What follows belongs to an exercise in optimizing a design on an open flow for small area and a short achievable clock period; a production flow would make more cautious choices.
Only simulation tests tie the RTL to the original design; equivalence was not proved.
No activity file was given, so power comes from the tool's default toggle rates.

==> flow/design.v (excerpt) <==
module floatingPointAdder(input [31:0] in1, input [31:0] in2, input clk, input reset, output ResultSign1bit, output [7:0] ResultExponent8bits, output [24:0] ResultFraction25bits);
	wire [31:0] g0 = {1'b0, in2[30:0] & ~in1[30:0]};
	wire [31:0] e0 = {1'b1, ~(in2[30:0] ^ in1[30:0])};
	wire [15:0] g1, e1;
	wire [7:0]  g2, e2;
	wire [3:0]  g3, e3;
	wire [1:0]  g4, e4;
	genvar i;
	generate
		for (i = 0; i < 16; i = i + 1) begin : lv1
			assign g1[i] = g0[2*i+1] | (e0[2*i+1] & g0[2*i]);
			assign e1[i] = e0[2*i+1] & e0[2*i];
		end
		for (i = 0; i < 8; i = i + 1) begin : lv2
			assign g2[i] = g1[2*i+1] | (e1[2*i+1] & g1[2*i]);
			assign e2[i] = e1[2*i+1] & e1[2*i];
		end
		for (i = 0; i < 4; i = i + 1) begin : lv3
			assign g3[i] = g2[2*i+1] | (e2[2*i+1] & g2[2*i]);
			assign e3[i] = e2[2*i+1] & e2[2*i];
		end
		for (i = 0; i < 2; i = i + 1) begin : lv4
			assign g4[i] = g3[2*i+1] | (e3[2*i+1] & g3[2*i]);
			assign e4[i] = e3[2*i+1] & e3[2*i];
		end
	endgenerate
	wire        swap   = g4[1] | (e4[1] & g4[0]);       
	wire        same   = e4[1] & e4[0];                 
	wire        sub    = in1[31] ^ in2[31];
	wire [8:0]  d12    = {1'b0, in1[30:23]} - {1'b0, in2[30:23]};
	wire [7:0]  d21    = in2[30:23] - in1[30:23];
	wire [7:0]  absd   = d12[8] ? d21 : d12[7:0];       
	wire [7:0]  expBig = swap ? in2[30:23] : in1[30:23];
	wire [22:0] fBig   = swap ? in2[22:0] : in1[22:0];
	wire        sBig   = swap ? in2[31] : in1[31];
	wire [23:0] sSm    = {1'b1, swap ? in1[22:0] : in2[22:0]} ^ {24{sub}};
	wire [23:0] l0     = absd[0] ? {sub, sSm[23:1]}        : sSm;
	wire [23:0] l1     = absd[1] ? {{2{sub}}, l0[23:2]}    : l0;
	wire [23:0] l2     = absd[2] ? {{4{sub}}, l1[23:4]}    : l1;
	wire [23:0] l3     = absd[3] ? {{8{sub}}, l2[23:8]}    : l2;
	wire [23:0] l4     = absd[4] ? {{16{sub}}, l3[23:16]}  : l3;
	wire [23:0] sAl    = (absd[7:5] != 0) ? {24{sub}} : l4;
	reg  [7:0]  rExp;
	reg  [22:0] rBig;
	reg  [23:0] rSm;
	reg         rSub, rSign;
	always @(posedge clk) begin
		if (reset) begin
			rExp  <= 8'd0;
			rBig  <= 23'd0;
			rSm   <= 24'h800000;
			rSub  <= 1'b0;
			rSign <= 1'b0;
		end else begin
			rExp  <= expBig;
			rBig  <= fBig;
			rSm   <= sAl;
			rSub  <= sub;
			rSign <= sBig & ~(sub & same);
		end
	end
  ...
Size: ~810 cells after synthesis, roughly 100 I/O pins, roughly 5500 sq um of cells after synthesis.
export LEC_CHECK = 0
export ABC_AREA = 1
export CAP_MARGIN = 20
export CORE_MARGIN = 2
export CORE_UTILIZATION = 40
export CTS_BUF_LIST = sky130_fd_sc_hd__clkbuf_4 sky130_fd_sc_hd__clkbuf_8
export SLEW_MARGIN = 20
create_clock -name core_clock -period 11.0 [get_ports {clk}]
standard.sh (not shown) runs the stock make flow with config.mk's settings and CLKGATE_MAP_FILE= SYNTH_SCRIPT=/design/flow/synth_recipe.tcl, a recipe that flattens the netlist after the stock synthesis.
==> flow/flow/run.sh <==
#!/bin/bash
# Standard layout with two changes: synthesis maps the logic with the ABC script
# in flow/abc_area.script (area-oriented mapping, then gate sizing), and the
# ports get a plain buf_2 as their buffer.
set -e
rm -rf scripts_mod
cp -r "$FLOW_HOME/scripts" scripts_mod
cp flow/abc_area.script scripts_mod/abc_area.script
export BUFFER_PORTS_ARGS="-buffer_cell sky130_fd_sc_hd__buf_2"
export SETUP_SLACK_MARGIN=6
SCRIPTS_DIR=$PWD/scripts_mod bash standard.sh synth > synth.log 2>&1
bash standard.sh > standard.log 2>&1
==> flow/flow/abc_area.script <==
strash
dch
map -a
topo
stime -c
buffer -c
upsize -c
dnsize -c
The first run went through all stages and came out clean.
Next try:
--- a/flow/flow/run.sh
+++ b/flow/flow/run.sh
@@ -9,3 +9,2 @@
 export BUFFER_PORTS_ARGS="-buffer_cell sky130_fd_sc_hd__buf_2"
-export SETUP_SLACK_MARGIN=6
 SCRIPTS_DIR=$PWD/scripts_mod bash standard.sh synth > synth.log 2>&1
==> flow/flow/abc_area.script (replaced) <==
strash
dch
amap
topo
stime -c
buffer -c
upsize -c
dnsize -c
SETUP_SLACK_MARGIN = 5   (was not set)
Utilization decreases by 6.5 points.
Area after synthesis goes down by 3.4%.
Worst hold slack gains 0.031 ns.
Cell count shrinks by 9.7%.
Fmax goes down by 10%.
Combinational power shrinks by 20%.
Routed wire length increases by 2.7%.
Critical path depth rose by 4.
Next try:
==> flow/flow/abc_area.script (replaced) <==
strash
dch
map -a
topo
stime -c
buffer -c
upsize -c
dnsize -c
After rerunning: The changed run completed with no timing, DRC or antenna violations; total power falls by 4.0%; non-clock buffer count falls by 48; synthesized area rises by 3.5%; global-route usage falls by 3.1 points; sequential share of layout area rises by 1.4 points; flip-flop and latch count does not change; wire length falls by 19%; via count falls by 7.5%; cell area falls by 8.0%; worst hold slack loses 0.016 ns; worst setup slack gains 0.70 ns.
Next try:
SETUP_SLACK_MARGIN = 4   (was 5)
What happened:
- wire length came out lower by 1.3%
- count of clock-buffer cells in the layout is unchanged
- final cell count falls by 0.56%
- critical path depth does not change
- worst setup slack is worse by 0.31 ns
- via count barely changes
- sequential share of layout area came out higher by 0.28 points
- total power came out lower by 1.4%
- flip-flop and latch count does not change
- utilization falls by 0.80 points
- maximum frequency came out lower by 5.1%

[separate check: timing with driven ports]
Ports are ideal in the flow. The routed layouts listed here were re-timed in OpenROAD.
Step 1, drivers: a clkbuf_16 drives clk and a buf_2 each remaining input, both assumed.
Step 2, shift: input delay + t, output delay - t, t = (earliest + latest rising clock arrival at the registers) / 2. This alone moves slack from input paths to output paths.
a / b / c = ideal ports / drivers / drivers and shift; a / b = the first two.
run	t (ns)	setup WS [ns]	hold slack, ns	worst setup path at the end
the first run	0.398	5.239 / 5.199 / 5.597	2.099 / 2.090 / 2.488	register to output
the second run	0.384	4.587 / 4.551 / 4.806	2.130 / 2.119 / 2.503	input to register
the third run	0.390	5.284 / 5.250 / 4.976	2.114 / 2.099 / 2.489	input to register
the fourth run	0.390	4.975 / 4.941 / 4.639	2.113 / 2.098 / 2.488	input to register
After both steps setup and hold are still met in every run listed. For the fourth run, which loses most, drivers alone change the setup slack by -0.034 ns; drivers and shift together by -0.336 ns.
